This design comes from an exercise in tuning for small area on the open sky130 flow, not from production work. Only simulation tests tie the RTL to the original design; equivalence was not proved.

`design.v`:
```
module Multiplier32Bit (
	input[31:0] multiplicand,
	input[31:0] multiplier,
	input clk,
	input enable,
	input reset_n,
	output[31:0] aBus,
	output valid
);
	reg[31:0] acc;     
	reg[2:0] cnt;      
	reg vld;
	wire[31:0] mc = multiplicand;
	wire[31:0] mp = multiplier;
	wire busy = (cnt != 3'd0);
	wire z1 = (mp[31:8] == 24'h0) || (mp[31:8] == 24'hFFFFFF);
	wire z2 = (mp[31:16] == 16'h0) || (mp[31:16] == 16'hFFFF);
	wire z3 = (mp[31:24] == 8'h0) || (mp[31:24] == 8'hFF);
	wire[2:0] d = z1 ? 3'd1 : z2 ? 3'd2 : z3 ? 3'd3 : 3'd4;
	wire[6:0] wi = z1 ? mp[11:5] : z2 ? mp[17:11] : z3 ? mp[23:17] : mp[29:23];
	reg[6:0] wb;
	always @(*) begin
		case (cnt)
			3'd1: wb = {mp[5:0], 1'b0};
			3'd2: wb = mp[11:5];
			3'd3: wb = mp[17:11];
			default: wb = mp[23:17];
		endcase
	end
	wire[6:0] w = busy ? wb : wi;
	wire d3 = ~z2 & z3;
	wire d4 = ~z3;
	wire cp = d3 & mp[23] & ~mp[24];    
	wire cm = d3 & ~mp[23] & mp[24];    
	wire[7:0] mneg;                     
	assign mneg[0] = mc[0];
	genvar i;
	generate
		for (i = 1; i < 8; i = i + 1) begin : gn
			assign mneg[i] = mc[i] ^ (|mc[i-1:0]);
		end
	endgenerate
	wire[1:0] v = {mp[31] ^ (mp[30] & mp[29]), mp[30] ^ mp[29]};
	wire[1:0] init4 = d4 ? {(mc[1] & v[0]) ^ (mc[0] & v[1]), mc[0] & v[0]} : 2'b0;
	wire[7:0] init = ({8{cp}} & mc[7:0]) | ({8{cm}} & mneg) | {6'd0, init4};
	wire[25:0] prev = busy ? acc[25:0] : {18'd0, init};
	wire one0 = w[1] ^ w[0];
	wire two0 = (w[2] & ~w[1] & ~w[0]) | (~w[2] & w[1] & w[0]);
	wire n0 = w[2];
	wire one1 = w[3] ^ w[2];
	wire two1 = (w[4] & ~w[3] & ~w[2]) | (~w[4] & w[3] & w[2]);
	wire n1 = w[4];
	wire one2 = w[5] ^ w[4];
	wire two2 = (w[6] & ~w[5] & ~w[4]) | (~w[6] & w[5] & w[4]);
	wire n2 = w[6];
	wire[31:0] r0;
	wire[29:0] r1;
	wire[27:0] r2;
	wire x0 = one0 & mc[0];
	wire k0 = n0 & ~x0;
	wire x1 = one1 & mc[0];
	wire k1 = n1 & ~x1;
	wire x2 = one2 & mc[0];
	wire k2 = n2 & ~x2;
	assign r0[0] = x0;
	assign r1[0] = x1;
	assign r2[0] = x2;
	generate
		for (i = 1; i < 32; i = i + 1) begin : g0
			booth_cell u (.one(one0), .two(two0), .neg(n0), .a(mc[i]), .b(mc[i-1]), .p(r0[i]));
		end
		for (i = 1; i < 30; i = i + 1) begin : g1
			booth_cell u (.one(one1), .two(two1), .neg(n1), .a(mc[i]), .b(mc[i-1]), .p(r1[i]));
		end
		for (i = 1; i < 28; i = i + 1) begin : g2
			booth_cell u (.one(one2), .two(two2), .neg(n2), .a(mc[i]), .b(mc[i-1]), .p(r2[i]));
		end
	endgenerate
	wire[31:0] next;
	wire t_1;
	wire t_2;
	wire t_3;
	wire t_4;
	wire t_5;
	wire t_6;
	wire t_7;
	wire t_8;
	wire t_9;
	wire t_10;
	wire t_11;
	wire t_12;
	wire t_13;
	wire t_14;
	wire t_15;
	wire t_16;
	wire t_17;
	wire t_18;
	wire t_19;
	wire t_20;
	wire t_21;
	wire t_22;
	wire t_23;
	wire t_24;
	wire t_25;
	wire t_26;
	wire t_27;
	wire t_28;
	wire t_29;
	wire t_30;
	wire t_31;
	wire t_32;
	wire t_33;
	wire t_34;
	wire t_35;
	wire t_36;
	wire t_37;
	wire t_38;
	wire t_39;
	wire t_40;
	wire t_41;
	wire t_42;
	wire t_43;
	wire t_44;
	wire t_45;
	wire t_46;
	wire t_47;
	wire t_48;
	wire t_49;
	wire t_50;
	wire t_51;
	wire t_52;
	wire t_53;
	wire t_54;
	wire t_55;
	wire t_56;
	wire t_57;
	wire t_58;
	wire t_59;
	wire t_60;
	wire t_61;
	wire t_62;
	wire t_63;
	wire t_64;
	wire t_65;
	wire t_66;
	wire t_67;
	wire t_68;
	wire t_69;
	wire t_70;
	wire t_71;
	wire t_72;
	wire t_73;
	wire t_74;
	wire t_75;
	wire t_76;
	wire t_77;
	wire t_78;
	wire t_79;
	wire t_80;
	wire t_81;
	wire t_82;
	wire t_83;
	wire t_84;
	wire t_85;
	wire t_86;
	wire t_87;
	wire t_88;
	wire t_89;
	wire t_90;
	wire t_91;
	wire t_92;
	wire t_93;
	wire t_94;
	wire t_95;
	wire t_96;
	wire t_97;
	wire t_98;
	wire t_99;
	wire t_100;
	wire t_101;
	wire t_102;
	wire t_103;
	wire t_104;
	wire t_105;
	wire t_106;
	wire t_107;
	wire t_108;
	wire t_109;
	wire t_110;
	wire t_111;
	wire t_112;
	wire t_113;
	wire t_114;
	wire t_115;
	wire t_116;
	wire t_117;
	wire t_118;
	wire t_119;
	wire t_120;
	wire t_121;
	wire t_122;
	wire t_123;
	wire t_124;
	wire t_125;
	wire t_126;
	wire t_127;
	wire t_128;
	wire t_129;
	wire t_130;
	wire t_131;
	wire t_132;
	wire t_133;
	wire t_134;
	wire t_135;
	wire t_136;
	wire t_137;
	wire t_138;
	wire t_139;
	wire t_140;
	wire t_141;
	wire t_142;
	wire t_143;
	wire t_144;
	wire t_145;
	wire t_146;
	wire t_147;
	wire t_148;
	wire t_149;
	wire t_150;
	wire t_151;
	wire t_152;
	wire t_153;
	wire t_154;
	wire t_155;
	wire t_156;
	wire t_157;
	wire t_158;
	wire t_159;
	wire t_160;
	wire t_161;
	wire t_162;
	wire t_163;
	wire t_164;
	wire t_165;
	wire t_166;
	wire t_167;
	wire t_168;
	wire t_169;
	wire t_170;
	wire t_171;
	wire t_172;
	wire t_173;
	wire t_174;
	wire t_175;
	wire t_176;
	wire t_177;
	wire t_178;
	wire t_179;
	wire t_180;
	wire t_181;
	wire t_182;
	wire t_183;
	wire t_184;
	wire t_185;
	wire t_186;
	wire t_187;
	wire t_188;
	wire t_189;
	wire t_190;
	wire t_191;
	wire t_192;
	wire t_193;
	wire t_194;
	wire t_195;
	wire t_196;
	wire t_197;
	wire t_198;
	wire t_199;
	wire t_200;
	wire t_201;
	wire t_202;
	wire t_203;
	wire t_204;
	wire t_205;
	wire t_206;
	wire t_207;
	wire t_208;
	wire t_209;
	wire t_210;
	wire t_211;
	wire t_212;
	wire t_213;
	wire t_214;
	wire t_215;
	wire t_216;
	wire t_217;
	half_adder ut_1 (.a(r0[5]), .b(r1[3]), .s(t_1), .co(t_2));
	full_adder ut_3 (.a(r0[6]), .b(r1[4]), .c(r2[2]), .s(t_3), .co(t_4));
	full_adder ut_5 (.a(r0[7]), .b(r1[5]), .c(r2[3]), .s(t_5), .co(t_6));
	full_adder ut_7 (.a(r0[8]), .b(r1[6]), .c(r2[4]), .s(t_7), .co(t_8));
	full_adder ut_9 (.a(r0[9]), .b(r1[7]), .c(r2[5]), .s(t_9), .co(t_10));
	full_adder ut_11 (.a(r0[10]), .b(r1[8]), .c(r2[6]), .s(t_11), .co(t_12));
	full_adder ut_13 (.a(r0[11]), .b(r1[9]), .c(r2[7]), .s(t_13), .co(t_14));
	full_adder ut_15 (.a(r0[12]), .b(r1[10]), .c(r2[8]), .s(t_15), .co(t_16));
	full_adder ut_17 (.a(r0[13]), .b(r1[11]), .c(r2[9]), .s(t_17), .co(t_18));
	full_adder ut_19 (.a(r0[14]), .b(r1[12]), .c(r2[10]), .s(t_19), .co(t_20));
	full_adder ut_21 (.a(r0[15]), .b(r1[13]), .c(r2[11]), .s(t_21), .co(t_22));
	full_adder ut_23 (.a(r0[16]), .b(r1[14]), .c(r2[12]), .s(t_23), .co(t_24));
	full_adder ut_25 (.a(r0[17]), .b(r1[15]), .c(r2[13]), .s(t_25), .co(t_26));
	full_adder ut_27 (.a(r0[18]), .b(r1[16]), .c(r2[14]), .s(t_27), .co(t_28));
	full_adder ut_29 (.a(r0[19]), .b(r1[17]), .c(r2[15]), .s(t_29), .co(t_30));
	full_adder ut_31 (.a(r0[20]), .b(r1[18]), .c(r2[16]), .s(t_31), .co(t_32));
	full_adder ut_33 (.a(r0[21]), .b(r1[19]), .c(r2[17]), .s(t_33), .co(t_34));
	full_adder ut_35 (.a(r0[22]), .b(r1[20]), .c(r2[18]), .s(t_35), .co(t_36));
	full_adder ut_37 (.a(r0[23]), .b(r1[21]), .c(r2[19]), .s(t_37), .co(t_38));
	full_adder ut_39 (.a(r0[24]), .b(r1[22]), .c(r2[20]), .s(t_39), .co(t_40));
	full_adder ut_41 (.a(r0[25]), .b(r1[23]), .c(r2[21]), .s(t_41), .co(t_42));
	full_adder ut_43 (.a(r0[26]), .b(r1[24]), .c(r2[22]), .s(t_43), .co(t_44));
	full_adder ut_45 (.a(r0[27]), .b(r1[25]), .c(r2[23]), .s(t_45), .co(t_46));
	full_adder ut_47 (.a(r0[28]), .b(r1[26]), .c(r2[24]), .s(t_47), .co(t_48));
	full_adder ut_49 (.a(r0[29]), .b(r1[27]), .c(r2[25]), .s(t_49), .co(t_50));
	full_adder ut_51 (.a(r0[30]), .b(r1[28]), .c(r2[26]), .s(t_51), .co(t_52));
	assign t_53 = r0[31] ^ r1[29] ^ r2[27];
	half_adder ut_54 (.a(r0[3]), .b(r1[1]), .s(t_54), .co(t_55));
	full_adder ut_56 (.a(r0[4]), .b(r1[2]), .c(r2[0]), .s(t_56), .co(t_57));
	full_adder ut_58 (.a(t_1), .b(r2[1]), .c(k2), .s(t_58), .co(t_59));
	full_adder ut_60 (.a(t_3), .b(prev[0]), .c(t_2), .s(t_60), .co(t_61));
	full_adder ut_62 (.a(t_5), .b(prev[1]), .c(t_4), .s(t_62), .co(t_63));
	full_adder ut_64 (.a(t_7), .b(prev[2]), .c(t_6), .s(t_64), .co(t_65));
	full_adder ut_66 (.a(t_9), .b(prev[3]), .c(t_8), .s(t_66), .co(t_67));
	full_adder ut_68 (.a(t_11), .b(prev[4]), .c(t_10), .s(t_68), .co(t_69));
	full_adder ut_70 (.a(t_13), .b(prev[5]), .c(t_12), .s(t_70), .co(t_71));
	full_adder ut_72 (.a(t_15), .b(prev[6]), .c(t_14), .s(t_72), .co(t_73));
	full_adder ut_74 (.a(t_17), .b(prev[7]), .c(t_16), .s(t_74), .co(t_75));
	full_adder ut_76 (.a(t_19), .b(prev[8]), .c(t_18), .s(t_76), .co(t_77));
	full_adder ut_78 (.a(t_21), .b(prev[9]), .c(t_20), .s(t_78), .co(t_79));
	full_adder ut_80 (.a(t_23), .b(prev[10]), .c(t_22), .s(t_80), .co(t_81));
	full_adder ut_82 (.a(t_25), .b(prev[11]), .c(t_24), .s(t_82), .co(t_83));
	full_adder ut_84 (.a(t_27), .b(prev[12]), .c(t_26), .s(t_84), .co(t_85));
	full_adder ut_86 (.a(t_29), .b(prev[13]), .c(t_28), .s(t_86), .co(t_87));
	full_adder ut_88 (.a(t_31), .b(prev[14]), .c(t_30), .s(t_88), .co(t_89));
	full_adder ut_90 (.a(t_33), .b(prev[15]), .c(t_32), .s(t_90), .co(t_91));
	full_adder ut_92 (.a(t_35), .b(prev[16]), .c(t_34), .s(t_92), .co(t_93));
	full_adder ut_94 (.a(t_37), .b(prev[17]), .c(t_36), .s(t_94), .co(t_95));
	full_adder ut_96 (.a(t_39), .b(prev[18]), .c(t_38), .s(t_96), .co(t_97));
	full_adder ut_98 (.a(t_41), .b(prev[19]), .c(t_40), .s(t_98), .co(t_99));
	full_adder ut_100 (.a(t_43), .b(prev[20]), .c(t_42), .s(t_100), .co(t_101));
	full_adder ut_102 (.a(t_45), .b(prev[21]), .c(t_44), .s(t_102), .co(t_103));
	full_adder ut_104 (.a(t_47), .b(prev[22]), .c(t_46), .s(t_104), .co(t_105));
	full_adder ut_106 (.a(t_49), .b(prev[23]), .c(t_48), .s(t_106), .co(t_107));
	full_adder ut_108 (.a(t_51), .b(prev[24]), .c(t_50), .s(t_108), .co(t_109));
	assign t_110 = t_53 ^ prev[25] ^ t_52;
	half_adder ut_111 (.a(r0[1]), .b(k0), .s(t_111), .co(t_112));
	full_adder ut_113 (.a(r0[2]), .b(r1[0]), .c(t_112), .s(t_113), .co(t_114));
	full_adder ut_115 (.a(t_54), .b(k1), .c(t_114), .s(t_115), .co(t_116));
	full_adder ut_117 (.a(t_56), .b(t_55), .c(t_116), .s(t_117), .co(t_118));
	full_adder ut_119 (.a(t_58), .b(t_57), .c(t_118), .s(t_119), .co(t_120));
	full_adder ut_121 (.a(t_60), .b(t_59), .c(t_120), .s(t_121), .co(t_122));
	full_adder ut_123 (.a(t_62), .b(t_61), .c(t_122), .s(t_123), .co(t_124));
	half_adder ut_125 (.a(t_64), .b(t_63), .s(t_125), .co(t_126));
	full_adder ut_127 (.a(t_66), .b(t_65), .c(t_126), .s(t_127), .co(t_128));
	full_adder ut_129 (.a(t_68), .b(t_67), .c(t_128), .s(t_129), .co(t_130));
	full_adder ut_131 (.a(t_70), .b(t_69), .c(t_130), .s(t_131), .co(t_132));
	full_adder ut_133 (.a(t_72), .b(t_71), .c(t_132), .s(t_133), .co(t_134));
	full_adder ut_135 (.a(t_74), .b(t_73), .c(t_134), .s(t_135), .co(t_136));
	full_adder ut_137 (.a(t_76), .b(t_75), .c(t_136), .s(t_137), .co(t_138));
	full_adder ut_139 (.a(t_78), .b(t_77), .c(t_138), .s(t_139), .co(t_140));
	xor2 ut_141 (.a(t_125), .b(t_124), .y(t_141));
	inc_cell ut_142 (.s(t_127), .t(t_125), .c(t_124), .y(t_142));
	and2 ut_143 (.a(t_125), .b(t_127), .y(t_143));
	inc_cell ut_144 (.s(t_129), .t(t_143), .c(t_124), .y(t_144));
	and2 ut_145 (.a(t_143), .b(t_129), .y(t_145));
	inc_cell ut_146 (.s(t_131), .t(t_145), .c(t_124), .y(t_146));
	and2 ut_147 (.a(t_145), .b(t_131), .y(t_147));
	inc_cell ut_148 (.s(t_133), .t(t_147), .c(t_124), .y(t_148));
	and2 ut_149 (.a(t_147), .b(t_133), .y(t_149));
	inc_cell ut_150 (.s(t_135), .t(t_149), .c(t_124), .y(t_150));
	and2 ut_151 (.a(t_149), .b(t_135), .y(t_151));
	inc_cell ut_152 (.s(t_137), .t(t_151), .c(t_124), .y(t_152));
	and2 ut_153 (.a(t_151), .b(t_137), .y(t_153));
	inc_cell ut_154 (.s(t_139), .t(t_153), .c(t_124), .y(t_154));
	and2 ut_155 (.a(t_153), .b(t_139), .y(t_155));
	ao21 ut_156 (.a1(t_155), .a2(t_124), .b(t_140), .y(t_156));
	half_adder ut_157 (.a(t_80), .b(t_79), .s(t_157), .co(t_158));
	full_adder ut_159 (.a(t_82), .b(t_81), .c(t_158), .s(t_159), .co(t_160));
	full_adder ut_161 (.a(t_84), .b(t_83), .c(t_160), .s(t_161), .co(t_162));
	full_adder ut_163 (.a(t_86), .b(t_85), .c(t_162), .s(t_163), .co(t_164));
	full_adder ut_165 (.a(t_88), .b(t_87), .c(t_164), .s(t_165), .co(t_166));
	full_adder ut_167 (.a(t_90), .b(t_89), .c(t_166), .s(t_167), .co(t_168));
	full_adder ut_169 (.a(t_92), .b(t_91), .c(t_168), .s(t_169), .co(t_170));
	full_adder ut_171 (.a(t_94), .b(t_93), .c(t_170), .s(t_171), .co(t_172));
	xor2 ut_173 (.a(t_157), .b(t_156), .y(t_173));
	inc_cell ut_174 (.s(t_159), .t(t_157), .c(t_156), .y(t_174));
	and2 ut_175 (.a(t_157), .b(t_159), .y(t_175));
	inc_cell ut_176 (.s(t_161), .t(t_175), .c(t_156), .y(t_176));
	and2 ut_177 (.a(t_175), .b(t_161), .y(t_177));
	inc_cell ut_178 (.s(t_163), .t(t_177), .c(t_156), .y(t_178));
	and2 ut_179 (.a(t_177), .b(t_163), .y(t_179));
	inc_cell ut_180 (.s(t_165), .t(t_179), .c(t_156), .y(t_180));
	and2 ut_181 (.a(t_179), .b(t_165), .y(t_181));
	inc_cell ut_182 (.s(t_167), .t(t_181), .c(t_156), .y(t_182));
	and2 ut_183 (.a(t_181), .b(t_167), .y(t_183));
	inc_cell ut_184 (.s(t_169), .t(t_183), .c(t_156), .y(t_184));
	and2 ut_185 (.a(t_183), .b(t_169), .y(t_185));
	inc_cell ut_186 (.s(t_171), .t(t_185), .c(t_156), .y(t_186));
	and2 ut_187 (.a(t_185), .b(t_171), .y(t_187));
	ao21 ut_188 (.a1(t_187), .a2(t_156), .b(t_172), .y(t_188));
	half_adder ut_189 (.a(t_96), .b(t_95), .s(t_189), .co(t_190));
	full_adder ut_191 (.a(t_98), .b(t_97), .c(t_190), .s(t_191), .co(t_192));
	full_adder ut_193 (.a(t_100), .b(t_99), .c(t_192), .s(t_193), .co(t_194));
	full_adder ut_195 (.a(t_102), .b(t_101), .c(t_194), .s(t_195), .co(t_196));
	full_adder ut_197 (.a(t_104), .b(t_103), .c(t_196), .s(t_197), .co(t_198));
	full_adder ut_199 (.a(t_106), .b(t_105), .c(t_198), .s(t_199), .co(t_200));
	full_adder ut_201 (.a(t_108), .b(t_107), .c(t_200), .s(t_201), .co(t_202));
	assign t_203 = t_110 ^ t_109 ^ t_202;
	xor2 ut_204 (.a(t_189), .b(t_188), .y(t_204));
	inc_cell ut_205 (.s(t_191), .t(t_189), .c(t_188), .y(t_205));
	and2 ut_206 (.a(t_189), .b(t_191), .y(t_206));
	inc_cell ut_207 (.s(t_193), .t(t_206), .c(t_188), .y(t_207));
	and2 ut_208 (.a(t_206), .b(t_193), .y(t_208));
	inc_cell ut_209 (.s(t_195), .t(t_208), .c(t_188), .y(t_209));
	and2 ut_210 (.a(t_208), .b(t_195), .y(t_210));
	inc_cell ut_211 (.s(t_197), .t(t_210), .c(t_188), .y(t_211));
	and2 ut_212 (.a(t_210), .b(t_197), .y(t_212));
	inc_cell ut_213 (.s(t_199), .t(t_212), .c(t_188), .y(t_213));
	and2 ut_214 (.a(t_212), .b(t_199), .y(t_214));
	inc_cell ut_215 (.s(t_201), .t(t_214), .c(t_188), .y(t_215));
	and2 ut_216 (.a(t_214), .b(t_201), .y(t_216));
	inc_cell ut_217 (.s(t_203), .t(t_216), .c(t_188), .y(t_217));
	assign next[0] = r0[0];
	assign next[1] = t_111;
	assign next[2] = t_113;
	assign next[3] = t_115;
	assign next[4] = t_117;
	assign next[5] = t_119;
	assign next[6] = t_121;
	assign next[7] = t_123;
	assign next[8] = t_141;
	assign next[9] = t_142;
	assign next[10] = t_144;
	assign next[11] = t_146;
	assign next[12] = t_148;
	assign next[13] = t_150;
	assign next[14] = t_152;
	assign next[15] = t_154;
	assign next[16] = t_173;
	assign next[17] = t_174;
	assign next[18] = t_176;
	assign next[19] = t_178;
	assign next[20] = t_180;
	assign next[21] = t_182;
	assign next[22] = t_184;
	assign next[23] = t_186;
	assign next[24] = t_204;
	assign next[25] = t_205;
	assign next[26] = t_207;
	assign next[27] = t_209;
	assign next[28] = t_211;
	assign next[29] = t_213;
	assign next[30] = t_215;
	assign next[31] = t_217;
	always @(posedge clk) begin
		acc <= next;
	end
	always @(posedge clk, negedge reset_n) begin
		if (reset_n == 0) begin
			cnt <= 0;
			vld <= 0;
		end else if (enable) begin
			cnt <= d;
			vld <= 0;
		end else if (busy) begin
			cnt <= cnt - 3'd1;
			vld <= (cnt == 3'd1);
		end else begin
			vld <= 0;
		end
	end
	assign aBus = acc;
	assign valid = vld;
endmodule
module booth_cell (
	input one,
	input two,
	input neg,
	input a,
	input b,
	output p
);
	wire m_n;
	aoi22 u0 (.a1(one), .a2(a), .b1(two), .b2(b), .y(m_n));
	xnor2 u1 (.a(m_n), .b(neg), .y(p));
endmodule
module aoi22 (
	input a1,
	input a2,
	input b1,
	input b2,
	output y
);
	assign y = ~((a1 & a2) | (b1 & b2));
endmodule
module xnor2 (
	input a,
	input b,
	output y
);
	assign y = ~(a ^ b);
endmodule
module xor2 (
	input a,
	input b,
	output y
);
	assign y = a ^ b;
endmodule
module and2 (
	input a,
	input b,
	output y
);
	assign y = a & b;
endmodule
module ao21 (
	input a1,
	input a2,
	input b,
	output y
);
	assign y = (a1 & a2) | b;
endmodule
module inc_cell (
	input s,
	input t,
	input c,
	output y
);
	assign y = s ^ (t & c);
endmodule
module full_adder (
	input a,
	input b,
	input c,
	output s,
	output co
);
	assign s = a ^ b ^ c;
	assign co = (a & b) | (a & c) | (b & c);
endmodule
module half_adder (
	input a,
	input b,
	output s,
	output co
);
	assign s = a ^ b;
	assign co = a & b;
endmodule
```
`flow/run.sh`:
```
#!/bin/bash
export BUFFER_PORTS_ARGS="-buffer_cell sky130_fd_sc_hd__buf_1"
export POST_FLOORPLAN_TCL="$PWD/flow/downsize.tcl"
bash standard.sh RECOVER_POWER=100 finish > standard.log 2>&1
```
`flow/downsize.tcl`:
```
# Sourced after floorplanning (POST_FLOORPLAN_TCL): set every logic cell to
# the smallest drive strength of its function. Placement-stage repair and
# timing repair size up again where timing or slew needs it.
set db [ord::get_db]
set n 0
foreach inst [[ord::get_db_block] getInsts] {
  set m [[$inst getMaster] getName]
  if {![regexp {^(sky130_fd_sc_hd__[a-z0-9]+)_([0-9]+)$} $m -> base drive]} { continue }
  if {[regexp {dfxtp|dfrtp|conb|tap|fill|decap|clkbuf|clkinv|clkdly|dly} $base]} { continue }
  foreach d {0 1 2} {
    if {$d >= $drive} { break }
    set cand "${base}_$d"
    if {[$db findMaster $cand] != "NULL" && [llength [get_lib_cells -quiet $cand]] > 0 && [lsearch $::env(DONT_USE_CELLS) $cand] < 0} {
      replace_cell [$inst getName] $cand
      incr n
      break
    }
  }
}
puts "downsize: $n cells set to their smallest drive strength"
```
`standard.sh`:
```
#!/bin/bash
# synth_recipe.tcl (not shown) runs the flow's synth.tcl, then flattens the netlist and writes it again
# the make line also repeats each setting of config.mk as NAME=value (left out here)
make -C /OpenROAD-flow-scripts/flow DESIGN_CONFIG=/design/flow/config.mk WORK_HOME=/design/flow/orfs CLKGATE_MAP_FILE= SYNTH_SCRIPT=/design/flow/synth_recipe.tcl "${@:-finish}"
```
`config.mk`:
```
export PLATFORM = sky130hd
export DESIGN_NAME = Multiplier32Bit
export DESIGN_NICKNAME = Multiplier32Bit
export VERILOG_FILES = /design/flow/design.v
export SDC_FILE = /design/flow/constraint.sdc
export NUM_CORES = 4
export LEC_CHECK = 0
export CAP_MARGIN = 20
export CORE_MARGIN = 2
export CORE_UTILIZATION = 40
export SLEW_MARGIN = 20
export SYNTH_HIERARCHICAL = 1
export SYNTH_MINIMUM_KEEP_SIZE = 0
```
`constraint.sdc`:
```
create_clock -name core_clock -period 10.0 [get_ports {clk}]
set_input_delay 2.0000 -clock core_clock [delete_from_list [all_inputs] [get_ports {clk}]]
set_output_delay 2.0000 -clock core_clock [all_outputs]
set_load 0.01 [all_outputs]
```
==> flow_metrics.tcl, run 1 <==
set metrics [dict create \
    cts_made_buffers 5 \
    cts_resized 0 \
    antenna_found_initial 0 \
    routed_wirelength_um 16000 \
    finalCritPeriodShare_pct 95.2 \
    synth.avg_cell_area_um2 10.5 \
    yosysMostFrequentCell "xnor2_1" \
    crit_slowest_cell "fa_1" \
    min_path_type "reg2reg" \
    synth-seq-area-share_pct 12.2 \
    grt.total_usage_pct 19.9 \
    cp_data_required_time_ns 10.16 \
    cts_hold_buf 0 \
    coreArea_mm2 0.0150 \
    die_h_um 127 \
    fillerInstances 1537 \
    hold_viol 0 \
    setup_viol 0 \
    synth_top_cell_area_share_pct 25.7 \
    place_ws_ns 0.312 \
    viasPerCell 5.68 \
    multiInputGateArea_mm2 0.00476 \
    timing.final.crit_period_ns 9.52 \
    finClkSkew_ns 0.00712 \
    cpMostUsedCell "fa_1" \
    layout-drive-gt1-share_pct 4.04 \
    hpwl_um 12800 \
    rsz0062_at_grt "false" \
    start_kind "input port" \
    grt_start_max_net_pins 35 \
    areaGrowthSynthToFinish_pct 5.51 \
    grt_first_pass_wirelength_um 25800 \
    regArea_um2 741 \
    timing.critical_path.slowest_cell_delay_ns 0.52 \
    syn_area_mm2 0.00608 \
    netlist_top_cells_area "fa_1 26%, a22oi_2 18%, xnor2_1 17%" \
    path_class "in2reg" \
    setup_ws_ns 0.484 \
    rows 45 \
    grt_pass1_vias 5026 \
    finalNetCount 853 \
    crit_arrival_ns 9.68 \
    cts_setup_buffers 0 \
    initial_core_util_pct 40.5 \
    synth_seq_cells 36 \
    overflow 0 \
    clkLatencyLatePin_ns 0.28 \
    cts_max_path_buffers 2 \
    initialDrtViolationCount 411 \
    routedWlPerCell_um 18.1 \
    syn_inst 581 \
    antennaDiodeCount 0 \
    clk_pin_slew_ns 0.06 \
    crit_fanout 8 \
    cts-root-buf "clkbuf_16" \
    yosys_warnings 7 \
    syn_nets 741 \
    cp-end-kind "flip-flop" \
    drc_errors 0 \
    vias 5005 \
    ys_types 57 \
    yosysTopAreaCell "fa_1" \
    synth_ff_type "dfxtp_1" \
    port_buffers 99 \
    synth_edf_count 0 \
    placed_cells 874 \
    ios 100 \
    cts_tree "done" \
    worstMarginPinSlew_ns 0.953 \
    timing.fmax_mhz 105 \
    drv_slew 0 \
    status "finished clean" \
    drt_pass1_iterations 6 \
    netlist_top_cells_count "115 x xnor2_1, 87 x a22oi_2, 78 x fa_1" \
    maxCapViolCount 0 \
    synthArstFlopShare_pct 11.1 \
    die_area_mm2 0.0162 \
    htree_levels 2 \
    stdcell_count 881 \
    chipWidth_um 127 \
    cts_num_sinks 36 \
    drtAntennaViolNets 0 \
    gp_congestion 0.922 \
    setup_tns_ns 0 \
    max_slew_margin_pct 36.5 \
]
[final timing paths]
check	depth (start not counted)	endpoint	slack, ns	startpoint
hold / removal	3	cnt[0]	0.67	cnt[0]
min in group asynchronous	1	vld	1.54	reset_n
setup reg to reg	26	acc[31]	1.96	cnt[0]
max in group asynchronous	1	cnt[1]	8.28	reset_n
setup / recovery	26	acc[31]	0.48	multiplier[29]
hold reg to reg	3	cnt[0]	0.67	cnt[0]
[per-module statistics from Yosys, one instance, submodules excluded, a selection]
module / copies in the design / cells inside / flops+latches / area (um^2)
xor2: 3 / 1 / 0 / 8.76
ao21: 2 / 1 / 0 / 7.51
inc_cell: 21 / 2 / 0 / 12.5
aoi22: 87 / 1 / 0 / 12.5
xnor2: 87 / 1 / 0 / 8.76
full_adder: 78 / 1 / 0 / 20.0
half_adder: 6 / 1 / 0 / 12.5
and2: 20 / 1 / 0 / 6.26
Multiplier32Bit: 1 / 256 / 36 / 2170
[cells by family after synthesis]
logic type / count (synthesis) / synth area share [%]
flops: 36 / 12.2
simple gates: 144 / 13.0
xor+xnor: 122 / 17.7
mux: 2 / 0.329
compound gates: 161 / 26.2
buf+inv: 23 / 1.83
fa+ha+maj: 93 / 28.7
[stage by stage]
stage / utilization [%] / area [um^2] / hold WS (ns)
after global routing: 42.7 / 6420 / 0.712
final: 42.7 / 6420 / 0.673
after CTS: 42.8 / 6440 / 0.679
after global placement: 41.9 / 6300 / 0.655
after floorplan: - / 6130 / 0.598
after detailed placement: 41.9 / 6300 / 0.673
[state kept, by name, indices dropped and copies added, names as in the netlist]
register  flops
acc          32
cnt           3
vld           1
[per-layer routing]
layer  vias to the layer above  track usage [%]  wire length [um]  part of all wire (%)
met2                       179             35.2              7900                    49
li1                       2313                -                 -                     -
met4                         0             4.07               257                   1.6
met5                         -                0                 0                     0
met3                        29             1.80               863                   5.4
met1                      2484             26.8              6950                    44
[placed cells by master (no fill, tap or decap), types with 2 or more instances in the layout]
master / instances
a21oi_1: 22
xnor2_1: 114
nor2_1: 27
nor2b_1: 2
a222oi_1: 4
dfrtp_1: 4
and4_1: 5
nand4_1: 4
fa_1: 78
a31o_1: 2
ha_1: 15
xor2_1: 6
a22oi_1: 90
xnor2_2: 2
clkbuf_16: 5
nand2b_1: 2
o21ai_0: 14
clkbuf_1: 6
buf_1: 97
and2_0: 43
and4b_1: 2
a21o_1: 7
buf_4: 18
a311o_1: 2
nand2_1: 42
nand3_1: 3
nor4_1: 6
a311oi_1: 3
a221oi_1: 7
inv_1: 8
dfxtp_1: 32
nor3_1: 2
[area by class of cell]
class | instances | area share (%)
clock buffers | 6 | 2.01
clock inverters | 1 | 0.0780
inverters | 8 | 0.468
multi-input cells | 522 | 74.2
flip-flops and latches | 36 | 11.5
well taps | 188 | 3.66
repair buffers | 120 | 8.07
[worst max-delay path, delay by kind of cell]
kind / cells / cell delay (ns)
xor gates and xnor gates: 2 / 0.35
adders and majority gates: 10 / 4.08
buffers and inverters: 3 / 0.58
muxes: 1 / 0.37
and+or+nand+nor: 6 / 1.54
AOI/OAI and AO/OA: 4 / 0.75
==> run 2, diff against run 1 <==
--- a/config.mk
+++ b/config.mk
@@ -8,6 +8,7 @@
 export CAP_MARGIN = 20
 export CORE_MARGIN = 2
 export CORE_UTILIZATION = 40
+export CTS_BUF_LIST = sky130_fd_sc_hd__clkbuf_8
 export SLEW_MARGIN = 20
 export SYNTH_HIERARCHICAL = 1
 export SYNTH_MINIMUM_KEEP_SIZE = 0
==> run 2 against run 1 <==
Net effect: register-to-register slack gained 0.02 ns; synthesized cell count is the same; via count shrank 1.0%; sequential cell count is the same; final cell count is the same; critical path depth is the same; die area is the same; synthesized area is the same; setup slack gained 0.056 ns; utilization shrank 0.37 points.
==> flow_metrics.tcl, run 2 <==
set metrics [dict create \
    timing.fmax_mhz 106 \
    coreArea_mm2 0.0150 \
    cp-end-kind "flip-flop" \
    drv_slew 0 \
    drc_errors 0 \
    maxCapViolCount 0 \
    worstMarginPinSlew_ns 0.949 \
    use_met2_pct 35.0 \
    routedWlPerCell_um 18.0 \
    overflow 0 \
    cts_resized 0 \
    viasPerCell 5.62 \
    cts_tree "done" \
    netlist_top_cells_area "fa_1 26%, a22oi_2 18%, xnor2_1 17%" \
    gp_congestion 0.922 \
    cp_data_required_time_ns 10.17 \
    layout-drive-gt1-share_pct 4.04 \
    cp_top_family "adder cells" \
    synth-seq-area-share_pct 12.2 \
    regMostFlops "acc" \
    hold_viol 0 \
    finClkSkew_ns 0.0114 \
    crit_fanout 8 \
    top_usage_layer "met2" \
    reg.largest.list "acc: 32 flops, cnt: 3 flops, vld: 1 flops" \
    cts_made_buffers 5 \
    cpMostUsedCell "fa_1" \
    synth_top_cell_area_share_pct 25.7 \
    start_kind "input port" \
    worstReg2RegStart "cnt[0]" \
    antennaDiodeCount 0 \
    syn_inst 581 \
    yosysTopAreaCell "fa_1" \
    synthArstFlopShare_pct 11.1 \
    die_area_mm2 0.0162 \
    cts_num_sinks 36 \
    antenna_found_initial 0 \
    path_class "in2reg" \
    netlist_top_cells_count "115 x xnor2_1, 87 x a22oi_2, 78 x fa_1" \
    ios 100 \
    hold_start "cnt[0]" \
    synth_edf_count 0 \
    setup_viol 0 \
    syn_nets 741 \
    ys_types 57 \
    areaGrowthSynthToFinish_pct 4.59 \
    clkLatencyLatePin_ns 0.30 \
    syn_area_mm2 0.00608 \
    drt_pass1_iterations 7 \
    port_buffers 99 \
    largest_reg_flops 32 \
    grt_first_pass_wirelength_um 25800 \
    finalCritPeriodShare_pct 94.6 \
    grt.total_usage_pct 19.9 \
    drtAntennaViolNets 0 \
    finalNetCount 853 \
    hpwl_um 12800 \
    layout_commonest_cell "xnor2_1" \
    synth.avg_cell_area_um2 10.5 \
    synth_ff_type "dfxtp_1" \
    rsz0062_at_grt "false" \
    cts_setup_buffers 0 \
    startpoint "multiplier[29]" \
    min_path_type "reg2reg" \
    chipWidth_um 127 \
    grt_pass1_vias 5025 \
    yosys_warnings 7 \
    met1_usage_pct 26.8 \
    crit_buf_inv 3 \
    setup_ws_ns 0.540 \
    vias 4954 \
    timing.critical_path.slowest_cell_delay_ns 0.52 \
    routed_wirelength_um 15900 \
    cts_hold_buf 0 \
    place_ws_ns 0.312 \
    die_h_um 127 \
    cts-root-buf "clkbuf_8" \
    initial_core_util_pct 40.5 \
    crit_slowest_cell "fa_1" \
    htree_levels 2 \
    use_met3_pct 1.80 \
    final_cell_mix "114 x xnor2_1, 97 x buf_1, 90 x a22oi_1" \
    clk_pin_slew_ns 0.08 \
    cts_max_path_buffers 2 \
    crit_arrival_ns 9.64 \
    initialDrtViolationCount 452 \
    status "finished clean" \
    rows 45 \
    grt_start_max_net_pins 35 \
    setup_tns_ns 0 \
    synth_seq_cells 36 \
    max_slew_margin_pct 36.8 \
    yosysMostFrequentCell "xnor2_1" \
    timing.final.crit_period_ns 9.46 \
]
-- run 2: cell types whose count changed in the layout (fill, tap and decap cells not counted), sizes merged --
cell    delta
inv        +1
clkbuf     -1
-- run 2: logic make-up after synthesis --
kind of cell               share of synthesized area, %
AOI/OAI and AO/OA                                  26.2
and+or+nand+nor                                    13.0
xor gates and xnor gates                           17.7
adders and majority gates                          28.7
DFF                                                12.2
buffers and inverters                              1.83
muxes                                             0.329
-- run 2: through the flow --
stage | instance area, um^2 | instances | hold slack (ns) | util, %
after floorplan | 6130 | 581 | 0.598 | -
after global placement | 6300 | 874 | 0.655 | 41.9
after detailed placement | 6300 | 874 | 0.673 | 41.9
after CTS | 6380 | 881 | 0.682 | 42.5
after global routing | 6360 | 881 | 0.719 | 42.3
final | 6360 | 881 | 0.676 | 42.3
-- run 2: per-layer routing --
metal / vias to the layer above / part of all wire, %
li1: 2312 / -
met1: 2432 / 44
met2: 192 / 49
met3: 18 / 5.7
met4: 0 / 1.5
met5: - / 0
-- run 2: worst min-delay path, cell delays in order (launching register included) --
cell and delay [ns]:
dfrtp_1 0.43, xnor2_1 0.09, nor2_1 0.08, a21oi_1 0.04
-- run 2: Yosys stat by module, one instance, submodules excluded, a selection --
module	area [um^2]	flops+latches
Multiplier32Bit	2170	36
and2	6.26	0
ao21	7.51	0
aoi22	12.5	0
full_adder	20.0	0
half_adder	12.5	0
inc_cell	12.5	0
xnor2	8.76	0
xor2	8.76	0
-- run 2: final cells by class --
| type | instances | area, um^2 |
|---|---|---|
| fillers | 1543 | 8670 |
| multi-input cells | 522 | 4760 |
| flip-flops and latches | 36 | 741 |
| repair buffers | 120 | 518 |
| well taps | 188 | 235 |
| clock buffers | 5 | 68.8 |
| inverters | 8 | 30.0 |
| clock inverters | 2 | 8.76 |
-- run 2: path summary, 6_finish.rpt --
path | cells after the start | slack, ns | endpoint
max | 26 | 0.54 | acc[31]
min | 3 | 0.68 | cnt[0]
max reg2reg | 26 | 1.98 | acc[31]
min reg2reg | 3 | 0.68 | cnt[0]
max in group asynchronous | 1 | 8.30 | cnt[1]
min in group asynchronous | 1 | 1.52 | vld
==> run 3, diff against run 2 <==
--- a/design.v
+++ b/design.v
@@ -8,51 +8,95 @@
 	output valid
 );
 	reg[31:0] acc;     
-	reg[2:0] cnt;      
+	reg[3:0] q;        
 	reg vld;
 	wire[31:0] mc = multiplicand;
 	wire[31:0] mp = multiplier;
-	wire busy = (cnt != 3'd0);
-	wire z1 = (mp[31:8] == 24'h0) || (mp[31:8] == 24'hFFFFFF);
-	wire z2 = (mp[31:16] == 16'h0) || (mp[31:16] == 16'hFFFF);
-	wire z3 = (mp[31:24] == 8'h0) || (mp[31:24] == 8'hFF);
-	wire[2:0] d = z1 ? 3'd1 : z2 ? 3'd2 : z3 ? 3'd3 : 3'd4;
-	wire[6:0] wi = z1 ? mp[11:5] : z2 ? mp[17:11] : z3 ? mp[23:17] : mp[29:23];
-	reg[6:0] wb;
-	always @(*) begin
-		case (cnt)
-			3'd1: wb = {mp[5:0], 1'b0};
-			3'd2: wb = mp[11:5];
-			3'd3: wb = mp[17:11];
-			default: wb = mp[23:17];
-		endcase
-	end
-	wire[6:0] w = busy ? wb : wi;
+	genvar i;
+	wire[3:1] a, o;
+	generate
+		for (i = 1; i < 4; i = i + 1) begin : gz
+			wire a_lo, a_hi, o_lo, o_hi;
+			nand4 u0 (.a(mp[8*i]), .b(mp[8*i+1]), .c(mp[8*i+2]), .d(mp[8*i+3]), .y(a_lo));
+			nand4 u1 (.a(mp[8*i+4]), .b(mp[8*i+5]), .c(mp[8*i+6]), .d(mp[8*i+7]), .y(a_hi));
+			nor2 u2 (.a(a_lo), .b(a_hi), .y(a[i]));
+			nor4 u3 (.a(mp[8*i]), .b(mp[8*i+1]), .c(mp[8*i+2]), .d(mp[8*i+3]), .y(o_lo));
+			nor4 u4 (.a(mp[8*i+4]), .b(mp[8*i+5]), .c(mp[8*i+6]), .d(mp[8*i+7]), .y(o_hi));
+			and2 u5 (.a(o_lo), .b(o_hi), .y(o[i]));
+		end
+	endgenerate
+	wire z1 = (a[3] & a[2] & a[1]) | (o[3] & o[2] & o[1]);   
+	wire z2 = (a[3] & a[2]) | (o[3] & o[2]);                 
+	wire z3 = a[3] | o[3];                                   
+	wire idle = ~|q;
+	wire busy = ~idle;
+	wire[4:0] s;
+	assign s[0] = q[0];
+	assign s[1] = q[1] | (idle & z1);
+	assign s[2] = q[2] | (idle & z2 & ~z1);
+	assign s[3] = q[3] | (idle & z3 & ~z2);
+	assign s[4] = idle & ~z3;
+	wire[6:0] w;
+	generate
+		for (i = 0; i < 7; i = i + 1) begin : gw
+			wire x, y;
+			if (i == 0) begin : b0
+				aoi22 u0 (.a1(s[1]), .a2(mp[5]), .b1(s[2]), .b2(mp[11]), .y(x));
+			end else begin : bn
+				aoi222 u0 (.a1(s[0]), .a2(mp[i-1]), .b1(s[1]), .b2(mp[i+5]), .c1(s[2]), .c2(mp[i+11]), .y(x));
+			end
+			aoi22 u1 (.a1(s[3]), .a2(mp[i+17]), .b1(s[4]), .b2(mp[i+23]), .y(y));
+			nand2 u2 (.a(x), .b(y), .y(w[i]));
+		end
+	endgenerate
 	wire d3 = ~z2 & z3;
 	wire d4 = ~z3;
-	wire cp = d3 & mp[23] & ~mp[24];    
-	wire cm = d3 & ~mp[23] & mp[24];    
-	wire[7:0] mneg;                     
+	wire cp = idle & d3 & mp[23] & ~mp[24];    
+	wire cm = idle & d3 & ~mp[23] & mp[24];    
+	wire[7:0] orc;                             
+	wire[7:0] mneg;                            
+	assign orc[1] = mc[0];
 	assign mneg[0] = mc[0];
-	genvar i;
 	generate
 		for (i = 1; i < 8; i = i + 1) begin : gn
-			assign mneg[i] = mc[i] ^ (|mc[i-1:0]);
+			if (i > 1) begin : bo
+				or2 u0 (.a(orc[i-1]), .b(mc[i-1]), .y(orc[i]));
+			end
+			xor2 u1 (.a(mc[i]), .b(orc[i]), .y(mneg[i]));
 		end
 	endgenerate
 	wire[1:0] v = {mp[31] ^ (mp[30] & mp[29]), mp[30] ^ mp[29]};
-	wire[1:0] init4 = d4 ? {(mc[1] & v[0]) ^ (mc[0] & v[1]), mc[0] & v[0]} : 2'b0;
-	wire[7:0] init = ({8{cp}} & mc[7:0]) | ({8{cm}} & mneg) | {6'd0, init4};
-	wire[25:0] prev = busy ? acc[25:0] : {18'd0, init};
-	wire one0 = w[1] ^ w[0];
-	wire two0 = (w[2] & ~w[1] & ~w[0]) | (~w[2] & w[1] & w[0]);
-	wire n0 = w[2];
-	wire one1 = w[3] ^ w[2];
-	wire two1 = (w[4] & ~w[3] & ~w[2]) | (~w[4] & w[3] & w[2]);
-	wire n1 = w[4];
-	wire one2 = w[5] ^ w[4];
-	wire two2 = (w[6] & ~w[5] & ~w[4]) | (~w[6] & w[5] & w[4]);
-	wire n2 = w[6];
+	wire[1:0] init4 = {(mc[1] & v[0]) ^ (mc[0] & v[1]), mc[0] & v[0]};
+	wire[1:0] i4_n = ~({2{idle & d4}} & init4);
+	wire[25:0] prev;
+	generate
+		for (i = 0; i < 26; i = i + 1) begin : gp
+			if (i < 8) begin : lo
+				wire x;
+				aoi222 u0 (.a1(busy), .a2(acc[i]), .b1(cp), .b2(mc[i]), .c1(cm), .c2(mneg[i]), .y(x));
+				if (i < 2) begin : b4
+					nand2 u1 (.a(x), .b(i4_n[i]), .y(prev[i]));
+				end else begin : bx
+					inv u1 (.a(x), .y(prev[i]));
+				end
+			end else begin : hi
+				and2 u0 (.a(busy), .b(acc[i]), .y(prev[i]));
+			end
+		end
+	endgenerate
+	wire[2:0] one, two, neg;
+	generate
+		for (i = 0; i < 3; i = i + 1) begin : ge
+			wire t;
+			xor2 u0 (.a(w[2*i]), .b(w[2*i+1]), .y(one[i]));
+			xnor2 u1 (.a(w[2*i+2]), .b(w[2*i+1]), .y(t));
+			nor2 u2 (.a(t), .b(one[i]), .y(two[i]));
+			assign neg[i] = w[2*i+2];
+		end
+	endgenerate
+	wire one0 = one[0], two0 = two[0], n0 = neg[0];
+	wire one1 = one[1], two1 = two[1], n1 = neg[1];
+	wire one2 = one[2], two2 = two[2], n2 = neg[2];
 	wire[31:0] r0;
 	wire[29:0] r1;
 	wire[27:0] r2;
@@ -464,16 +508,14 @@
 	end
 	always @(posedge clk, negedge reset_n) begin
 		if (reset_n == 0) begin
-			cnt <= 0;
+			q <= 4'd0;
 			vld <= 0;
 		end else if (enable) begin
-			cnt <= d;
+			q <= {~z3, z3 & ~z2, z2 & ~z1, z1};
 			vld <= 0;
-		end else if (busy) begin
-			cnt <= cnt - 3'd1;
-			vld <= (cnt == 3'd1);
 		end else begin
-			vld <= 0;
+			q <= {1'b0, q[3:1]};
+			vld <= q[0];
 		end
 	end
 	assign aBus = acc;
@@ -556,3 +598,59 @@
 	assign s = a ^ b;
 	assign co = a & b;
 endmodule
+module nand4 (
+	input a,
+	input b,
+	input c,
+	input d,
+	output y
+);
+	assign y = ~(a & b & c & d);
+endmodule
+module nor4 (
+	input a,
+	input b,
+	input c,
+	input d,
+	output y
+);
+	assign y = ~(a | b | c | d);
+endmodule
+module nand2 (
+	input a,
+	input b,
+	output y
+);
+	assign y = ~(a & b);
+endmodule
+module nor2 (
+	input a,
+	input b,
+	output y
+);
+	assign y = ~(a | b);
+endmodule
+module or2 (
+	input a,
+	input b,
+	output y
+);
+	assign y = a | b;
+endmodule
+module inv (
+	input a,
+	output y
+);
+	assign y = ~a;
+endmodule
+module aoi222 (
+	input a1,
+	input a2,
+	input b1,
+	input b2,
+	input c1,
+	input c2,
+	output y
+);
+	assign y = ~((a1 & a2) | (b1 & b2) | (c1 & c2));
+endmodule
==> run 3 against run 2 <==
Net effect: sequential share of layout area grew 1.1 points; critical path depth grew 3; highest routed layer unchanged; synthesized area shrank 6.4%.
==> flow_metrics.tcl, run 3 <==
set metrics [dict create \
    min_path_type "reg2reg" \
    cts_hold_buf 0 \
    layout-drive-gt1-share_pct 4.67 \
    timing.final.crit_period_ns 9.52 \
    crit_arrival_ns 9.72 \
    cts_num_sinks 37 \
    timing.fmax_mhz 105 \
    layout_commonest_cell "xnor2_1" \
    hold_viol 0 \
    worstMarginPinSlew_ns 1.14 \
    cts_max_path_buffers 2 \
    drc_errors 0 \
    finalCritPeriodShare_pct 95.2 \
    fillerInstances 1415 \
    reg.largest.list "acc: 32 flops, q: 4 flops, vld: 1 flops" \
    synth_top_cell_area_share_pct 27.4 \
    cts-root-buf "clkbuf_8" \
    crit_buf_inv 3 \
    hpwl_um 11400 \
    crit_cells 29 \
    timing.critical_path.slowest_cell_delay_ns 0.55 \
    netlist_top_cells_area "fa_1 27%, a22oi_2 21%, xnor2_1 18%" \
    areaGrowthSynthToFinish_pct 5.60 \
    startpoint "multiplier[24]" \
    setup_tns_ns 0 \
    cts_tree "done" \
    drt_pass1_iterations 8 \
    ios 100 \
    die_h_um 123 \
    grt_pass1_vias 4214 \
    cts_setup_buffers 0 \
    yosysTopAreaCell "fa_1" \
    final_cell_mix "115 x xnor2_1, 97 x buf_1, 95 x a22oi_1" \
    routed_wirelength_um 14300 \
    crit_slowest_cell "fa_1" \
    cp_data_required_time_ns 10.20 \
    drtAntennaViolNets 0 \
    finClkSkew_ns 0.00901 \
    die_area_mm2 0.0152 \
    clk_pin_slew_ns 0.08 \
    antennaDiodeCount 0 \
    path_class "in2reg" \
    start_kind "input port" \
    port_buffers 99 \
    rsz0062_at_grt "false" \
    syn_inst 498 \
    synth_edf_count 0 \
    yosys_warnings 7 \
    largest_reg_flops 32 \
    endpoint "acc[30]" \
    maxCapViolCount 0 \
    cpMostUsedCell "fa_1" \
    status "finished clean" \
    htree_levels 2 \
    synthArstFlopShare_pct 13.5 \
    netlist_top_cells_count "115 x xnor2_1, 95 x a22oi_2, 78 x fa_1" \
    max_slew_margin_pct 24.1 \
    synth.avg_cell_area_um2 11.4 \
    reg2reg_slack_ns 1.57 \
    finalNetCount 772 \
    clkLatencyLatePin_ns 0.31 \
    synth_ff_type "dfxtp_1" \
    stdcell_count 801 \
    gp_congestion 0.919 \
    setup_viol 0 \
    yosysMostFrequentCell "xnor2_1" \
    placed_cells 793 \
    cp_top_family "adder cells" \
    syn_nets 650 \
    routedWlPerCell_um 17.8 \
    syn_area_mm2 0.00570 \
    synth_seq_cells 37 \
    chipWidth_um 123 \
    initial_core_util_pct 41.0 \
    rows 43 \
    synth-seq-area-share_pct 13.4 \
    regMostFlops "acc" \
    overflow 0 \
    vias 4385 \
    grt_start_max_net_pins 31 \
    antenna_found_initial 0 \
    crit_fanout 17 \
    viasPerCell 5.47 \
    grt.total_usage_pct 19.0 \
    r2r_end "acc[30]" \
    worstRegToRegCells 25 \
    cp-end-kind "flip-flop" \
    worstReg2RegStart "q[3]" \
    worst_hold_slack_ns 0.562 \
    cts_made_buffers 5 \
    ys_types 33 \
    cts_resized 0 \
    drv_slew 0 \
    coreArea_mm2 0.0139 \
    final_util_pct 43.3 \
    initialDrtViolationCount 383 \
    grt_first_pass_wirelength_um 22100 \
]
[run 3: cell count changes in the layout (fill, tap and decap cells not counted), sizes merged, moves of 10 or more]
cell / previous run / this run
o21ai: 14 / 1
a21oi: 22 / 2
a222oi: 4 / 14
nor2: 27 / 9
xor2: 6 / 16
nand2: 42 / 31
[run 3: worst min-delay path by stage]
| stage | depth (start not counted) | start | to | slack (ns) |
|---|---|---|---|---|
| floorplan | 1 | q[3] | q[2] | 0.49 |
| global placement | 2 | q[1] | q[0] | 0.52 |
| detailed placement | 2 | q[1] | q[0] | 0.55 |
| CTS | 2 | q[1] | q[0] | 0.56 |
| global route | 1 | q[3] | q[2] | 0.59 |
| finish | 2 | q[1] | q[0] | 0.56 |
[run 3: final cells by class]
class | count | area, um^2 | area share [%]
clock buffer | 7 | 96.3 | 1.60
multi-input combinational | 454 | 4390 | 73.0
timing repair buffer | 116 | 508 | 8.45
clock inverter | 1 | 5.00 | 0.0832
inverter | 6 | 22.5 | 0.374
tap | 180 | 225 | 3.74
sequential | 37 | 766 | 12.7
[run 3: stage by stage]
step | setup slack, ns | area [um^2]
2_1_floorplan | 0.0189 | 5820
3_3_place_gp | 0.307 | 5930
3_5_place_dp | 0.247 | 5930
4_1_cts | 0.571 | 6030
5_1_grt | 0.0493 | 6010
6_report | 0.477 | 6010
[run 3: worst min-delay path: stages (launching register included)]
cell and delay (ns):
dfrtp_1 0.37, nor2_1 0.05, a21oi_1 0.10
[run 3: modules after synthesis, one instance, submodules excluded, excerpt]
module / copies in the design / cells inside / flops+latches / cell area (um^2)
and2: 41 / 1 / 0 / 6.26
ao21: 2 / 1 / 0 / 7.51
aoi222: 14 / 1 / 0 / 10.0
full_adder: 78 / 1 / 0 / 20.0
half_adder: 6 / 1 / 0 / 12.5
nand4: 6 / 1 / 0 / 6.26
nor2: 6 / 1 / 0 / 3.75
xor2: 13 / 1 / 0 / 8.76
[run 3: per-layer routing]
metal / GRT usage (%) / up-vias / wire length (um)
met5: 0 / - / 0
met4: 5.40 / 0 / 270
met3: 3.83 / 17 / 877
met2: 30.8 / 155 / 6900
met1: 25.9 / 2167 / 6210
li1: - / 2046 / -
[run 3: kinds of logic after synthesis]
group	count (synthesis)	synth area share [%]
AOI/OAI and AO/OA	119	24.5
adders and majority gates	85	29.0
DFF	37	13.4
and+or+nand+nor	118	12.2
muxes	1	0.198
xor gates and xnor gates	131	20.1
buffers and inverters	7	0.483
==> run 4, diff against run 3 <==
==> flow/run.sh (replaced) <==
#!/bin/bash
export BUFFER_PORTS_ARGS="-buffer_cell sky130_fd_sc_hd__buf_1"
export CTS_ARGS="-sink_clustering_enable -repair_clock_nets -dont_use_dummy_load -buf_list {sky130_fd_sc_hd__clkbuf_4 sky130_fd_sc_hd__clkbuf_8}"
export POST_FLOORPLAN_TCL="$PWD/flow/downsize.tcl"
bash standard.sh RECOVER_POWER=100 finish > standard.log 2>&1
==> run 4 against run 3 <==
Net effect: die area is the same; wire length is 0.22% lower; setup slack improved by 0.035 ns; largest cell class unchanged.
==> flow_metrics.tcl, run 4 <==
set metrics [dict create \
    min_path_type "reg2reg" \
    yosys.area_share.simple_pct 12.2 \
    yosys_warnings 7 \
    synth_seq_cells 37 \
    viasPerCell 5.48 \
    cts_resized 0 \
    synth_top_family_by_area "adder cells" \
    drt_pass1_iterations 6 \
    worstRegToRegCells 23 \
    gp_congestion 0.919 \
    drv_slew 0 \
    grt_start_max_net_pins 31 \
    antennaDiodeCount 0 \
    areaGrowthSynthToFinish_pct 5.14 \
    syn_inst 498 \
    maxCapViolCount 0 \
    grt.total_usage_pct 19.0 \
    worstReg2RegStart "q[3]" \
    synthAdderAreaFrac_pct 29.0 \
    cts_made_buffers 5 \
    timing.critical_path.slowest_cell_delay_ns 0.55 \
    hold_viol 0 \
    routedWlPerCell_um 17.8 \
    startpoint "multiplier[29]" \
    status "finished clean" \
    synth_xor_area_share_pct 20.1 \
    cp-end-kind "flip-flop" \
    ys_types 33 \
    rows 43 \
    yosysMostFrequentCell "xnor2_1" \
    crit_slowest_cell "fa_1" \
    layout_commonest_cell "xnor2_1" \
    finalCritPeriodShare_pct 94.9 \
    ios 100 \
    muxShareOfSynthArea_pct 0.198 \
    grt_first_pass_wirelength_um 22100 \
    port_buffers 99 \
    routed_wirelength_um 14200 \
    reg.largest.list "acc: 32 flops, q: 4 flops, vld: 1 flops" \
    largest_reg_flops 32 \
    syn_area_mm2 0.00570 \
    coreArea_mm2 0.0139 \
    max_slew_margin_pct 21.4 \
    finalNetCount 772 \
    start_kind "input port" \
    die_h_um 123 \
    layout-drive-gt1-share_pct 4.37 \
    cts-root-buf "clkbuf_8" \
    setup_tns_ns 0 \
    synth_edf_count 0 \
    fillerInstances 1422 \
    regMostFlops "acc" \
    reg2reg_slack_ns 1.59 \
    drtAntennaViolNets 0 \
    stdcell_count 798 \
    cts_tree "done" \
    cts_setup_buffers 0 \
    cts_num_sinks 37 \
    cts_hold_buf 0 \
    finClkSkew_ns 0.00912 \
    endpoint "acc[22]" \
    setup_viol 0 \
    cpMostUsedCell "fa_1" \
    synth_top_cell_area_share_pct 27.4 \
    timing.fmax_mhz 105 \
    path_class "in2reg" \
    overflow 0 \
    crit_fanout 17 \
    cp_data_required_time_ns 10.19 \
    clk_pin_slew_ns 0.07 \
    drc_errors 0 \
    netlist_top_cells_count "115 x xnor2_1, 95 x a22oi_2, 78 x fa_1" \
    chipWidth_um 123 \
    initial_core_util_pct 41.0 \
    antenna_found_initial 0 \
    setup_ws_ns 0.512 \
    place_ws_ns 0.247 \
    placed_cells 793 \
    rsz0062_at_grt "false" \
    syn_nets 650 \
    synth_compound_area_share_pct 24.5 \
    netlist_top_cells_area "fa_1 27%, a22oi_2 21%, xnor2_1 18%" \
    synth-seq-area-share_pct 13.4 \
    initialDrtViolationCount 390 \
    timing.final.crit_period_ns 9.49 \
    htree_levels 2 \
    vias 4373 \
    yosysTopAreaCell "fa_1" \
    synth_ff_type "dfxtp_1" \
    cts_max_path_buffers 2 \
    die_area_mm2 0.0152 \
    clkLatencyLatePin_ns 0.31 \
    worst_hold_slack_ns 0.555 \
    hpwl_um 11400 \
    worstMarginPinSlew_ns 1.18 \
    crit_arrival_ns 9.68 \
    synthArstFlopShare_pct 13.5 \
    grt_pass1_vias 4215 \
    r2r_end "acc[22]" \
    final_cell_mix "115 x xnor2_1, 97 x buf_1, 95 x a22oi_1" \
    synth.avg_cell_area_um2 11.4 \
]
[run 4: changes by cell type in the layout (fill, tap and decap cells not counted), sizes merged]
cell    change
clkinv      -1
clkbuf      -1
buf         -1
[run 4: kinds of logic (layout without fill, tap and decap cells)]
group	after synthesis	count (layout)
DFF	37	37
AOI/OAI and AO/OA	119	119
adders and majority gates	85	85
and+or+nand+nor	118	118
xor gates and xnor gates	131	131
buffers and inverters	7	127
muxes	1	1
[run 4: stage by stage]
stage          area, um^2  util [%]
5_1_grt              5990      43.1
2_1_floorplan        5820         -
4_1_cts              6000      43.2
3_3_place_gp         5930      42.7
6_report             5990      43.1
3_5_place_dp         5930      42.7
[run 4: final cells by class]
cell class | count | area [um^2] | area share, %
Multi-Input combinational cell | 454 | 4400 | 73.5
Sequential cell | 37 | 766 | 12.8
Timing Repair Buffer | 116 | 504 | 8.42
Tap cell | 180 | 225 | 3.76
Clock buffer | 5 | 68.8 | 1.15
Inverter | 6 | 22.5 | 0.376
[run 4: worst min path at each step]
stage | depth (start not counted) | startpoint | endpoint
2_1_floorplan | 1 | q[3] | q[2]
3_3_place_gp | 2 | q[1] | q[0]
3_5_place_dp | 2 | q[1] | q[0]
4_1_cts | 2 | q[1] | q[0]
5_1_grt | 1 | q[3] | q[2]
6_report | 2 | q[1] | q[0]
[run 4: layer usage]
layer / share of wire [%] / GRT usage [%] / vias up
met1: 43 / 25.8 / 2166
met3: 6.4 / 3.83 / 14
li1: - / - / 2039
met2: 49 / 30.8 / 154
met5: 0 / 0 / -
met4: 1.7 / 5.18 / 0
[run 4: worst max-delay path: cells and delay by family]
family                     cells  cell delay (ns)
AOI/OAI and AO/OA              4             0.83
adders and majority gates     10             3.90
buffers and inverters          4             0.90
xor gates and xnor gates       3             0.55
and+or+nand+nor                8             1.51
[run 4: Yosys stat by module, one instance, submodules excluded, a selection]
module           area, um^2  cells
xor2                   8.76      1
or2                    6.26      1
nor2                   3.75      1
Multiplier32Bit        1060     78
nand2                  3.75      1
full_adder             20.0      1
==> run 5, diff against run 4 <==
==> flow/run.sh (replaced) <==
#!/bin/bash
export BUFFER_PORTS_ARGS="-buffer_cell sky130_fd_sc_hd__buf_1"
export CTS_ARGS="-sink_clustering_enable -repair_clock_nets -dont_use_dummy_load -buf_list sky130_fd_sc_hd__clkbuf_8"
export POST_FLOORPLAN_TCL="$PWD/flow/downsize.tcl"
bash standard.sh RECOVER_POWER=100 finish > standard.log 2>&1
==> run 5 against run 4 <==
Net effect: non-clock buffer count did not move; final cell count did not move; still clean on timing, DRC and antenna; largest cell class unchanged; global-route usage did not move; wire length did not move.
==> flow_metrics.tcl, run 5 <==
set metrics [dict create \
    muxShareOfSynthArea_pct 0.198 \
    holdPathStages 2 \
    areaGrowthSynthToFinish_pct 5.14 \
    min_path_type "reg2reg" \
    drt_pass1_iterations 6 \
    hold_end "q[0]" \
    htree_levels 2 \
    ys_types 33 \
    final_util_pct 43.1 \
    grt_first_pass_wirelength_um 22100 \
    cts_hold_buf 0 \
    finalNetCount 772 \
    rows 43 \
    startpoint "multiplier[29]" \
    cts-root-buf "clkbuf_8" \
    fillerInstances 1422 \
    synth_edf_count 0 \
    hold_viol 0 \
    drv_slew 0 \
    worstMarginPinSlew_ns 1.18 \
    synth_xor_area_share_pct 20.1 \
    routedWlPerCell_um 17.8 \
    die_h_um 123 \
    maxCapViolCount 0 \
    cpMostUsedCell "fa_1" \
    ios 100 \
    crit_arrival_ns 9.68 \
    cp_data_required_time_ns 10.19 \
    crit_fanout 17 \
    initial_core_util_pct 41.0 \
    dpl-instance-area_mm2 0.00593 \
    die_area_mm2 0.0152 \
    grt_pass1_vias 4215 \
    clk_pin_slew_ns 0.07 \
    synthAdderAreaFrac_pct 29.0 \
    routed_wirelength_um 14200 \
    clkLatencyLatePin_ns 0.31 \
    vias 4373 \
    synthArstFlopShare_pct 13.5 \
    overflow 0 \
    cts_num_sinks 37 \
    final_area_mm2 0.00599 \
    yosys_warnings 7 \
    r2r_end "acc[22]" \
    largest_reg_flops 32 \
    path_class "in2reg" \
    reg2reg_slack_ns 1.59 \
    cts_setup_buffers 0 \
    layout-drive-gt1-share_pct 4.37 \
    hpwl_um 11400 \
    max_slew_margin_pct 21.4 \
    synth_compound_area_share_pct 24.5 \
    start_kind "input port" \
    viasPerCell 5.48 \
    synth_top_family_by_area "adder cells" \
    finClkSkew_ns 0.00912 \
    grt_start_max_net_pins 31 \
    synth_ff_type "dfxtp_1" \
    drtAntennaViolNets 0 \
    cts_max_path_buffers 2 \
    timing.critical_path.slowest_cell_delay_ns 0.55 \
    cts_resized 0 \
    worst_hold_slack_ns 0.555 \
    final_cell_mix "115 x xnor2_1, 97 x buf_1, 95 x a22oi_1" \
    worstRegToRegCells 23 \
    timing.fmax_mhz 105 \
    synth_top_cell_area_share_pct 27.4 \
    netlist_top_cells_count "115 x xnor2_1, 95 x a22oi_2, 78 x fa_1" \
    chipWidth_um 123 \
    rsz0062_at_grt "false" \
    gp_congestion 0.919 \
    setup_tns_ns 0 \
    timing.final.crit_period_ns 9.49 \
    layout_commonest_cell "xnor2_1" \
    setup_viol 0 \
    drc_errors 0 \
    synth-seq-area-share_pct 13.4 \
    synth_seq_cells 37 \
    crit_slowest_cell "fa_1" \
    port_buffers 99 \
    status "finished clean" \
    synth.avg_cell_area_um2 11.4 \
    netlist_top_cells_area "fa_1 27%, a22oi_2 21%, xnor2_1 18%" \
    coreArea_mm2 0.0139 \
    initialDrtViolationCount 390 \
    cts_tree "done" \
    worstReg2RegStart "q[3]" \
    cts_made_buffers 5 \
    finalCritPeriodShare_pct 94.9 \
    antennaDiodeCount 0 \
    hold_start "q[1]" \
    yosysTopAreaCell "fa_1" \
    syn_nets 650 \
    cp-end-kind "flip-flop" \
    yosys.area_share.simple_pct 12.2 \
    antenna_found_initial 0 \
    reg.largest.list "acc: 32 flops, q: 4 flops, vld: 1 flops" \
    grt.total_usage_pct 19.0 \
    regMostFlops "acc" \
    syn_inst 498 \
    yosysMostFrequentCell "xnor2_1" \
    syn_area_mm2 0.00570 \
]
-- run 5: cell counts after synthesis --
No cell type changed its count.
-- run 5: kinds of logic (layout without fill, tap and decap cells) --
| logic type | after synthesis | after routing |
|---|---|---|
| AND/OR/NAND/NOR | 118 | 118 |
| AO/OA/AOI/OAI | 119 | 119 |
| multiplexers | 1 | 1 |
| flip-flops | 37 | 37 |
| XOR/XNOR | 131 | 131 |
| adder cells (fa/ha/maj) | 85 | 85 |
| buffers and inverters | 7 | 127 |
-- run 5: worst max-delay path, delay by kind of cell --
family	cells	cell delay (ns)
AO/OA/AOI/OAI	4	0.83
XOR/XNOR	3	0.55
adder cells (fa/ha/maj)	10	3.90
buffers and inverters	4	0.90
AND/OR/NAND/NOR	8	1.51
-- run 5: per-layer routing --
metal	vias up	global-route usage, %	share of wire [%]
li1	2039	-	-
met1	2166	25.8	43
met2	154	30.8	49
met3	14	3.83	6.4
met4	0	5.18	1.7
met5	-	0	0
-- run 5: per-module statistics from Yosys (local to each module, per instance), a selection --
module | flops+latches | cell area (um^2) | times used | cells
Multiplier32Bit | 37 | 1060 | 1 | 78
inc_cell | 0 | 12.5 | 21 | 2
nor4 | 0 | 12.5 | 6 | 1
half_adder | 0 | 12.5 | 6 | 1
xor2 | 0 | 8.76 | 13 | 1
ao21 | 0 | 7.51 | 2 | 1
or2 | 0 | 6.26 | 6 | 1
and2 | 0 | 6.26 | 41 | 1
nand4 | 0 | 6.26 | 6 | 1
nor2 | 0 | 3.75 | 6 | 1
inv | 0 | 3.75 | 6 | 1
nand2 | 0 | 3.75 | 9 | 1
-- run 5: through the flow --
stage | setup slack, ns | cells
6_report | 0.512 | 798
5_1_grt | 0.0577 | 798
4_1_cts | 0.569 | 798
3_5_place_dp | 0.247 | 793
3_3_place_gp | 0.307 | 793
2_1_floorplan | 0.0189 | 498
-- run 5: area by class of cell --
class / instances / area (um^2) / share of cell area (%)
Clock buffer: 5 / 68.8 / 1.15
Inverter: 6 / 22.5 / 0.376
Multi-Input combinational cell: 454 / 4400 / 73.5
Sequential cell: 37 / 766 / 12.8
Tap cell: 180 / 225 / 3.76
Timing Repair Buffer: 116 / 504 / 8.42
-- run 5: worst max path at each step --
stage                    to
finish              acc[22]
global route        acc[22]
CTS                 acc[30]
detailed placement  acc[30]
global placement    acc[31]
floorplan           acc[31]

separate check: timing with driven ports:
Ports are ideal in the flow. The routed layouts listed here were re-timed in OpenROAD.
Step 1 sets driving cells, clkbuf_16 on the clock port and buf_2 on the other inputs (assumed; they add their load-dependent delay and slew).
Step 2 moves the port delays by t, midway between the first and last clock arrival at a register: inputs arrive t later, outputs are due t later. That takes back most of the time a late clock gives input paths.
a / b / c = ideal ports / drivers / drivers and shift; a / b = the first two.
run | t (ns) | slack for setup (ns) | slew at the worst register clock pin (ns)
run 1 | 0.318 | 0.484 / 0.503 / 0.185 | 0.06 / 0.06
run 2 | 0.326 | 0.540 / 0.555 / 0.230 | 0.08 / 0.08
run 3 | 0.345 | 0.477 / 0.492 / 0.147 | 0.08 / 0.08
run 4 | 0.339 | 0.512 / 0.528 / 0.190 | 0.08 / 0.08
run 5 | 0.339 | 0.512 / 0.528 / 0.190 | 0.08 / 0.08
After both steps every run listed still meets setup and hold. For run 3, which loses most, drivers alone change the setup slack by +0.015 ns; drivers and shift together by -0.330 ns.
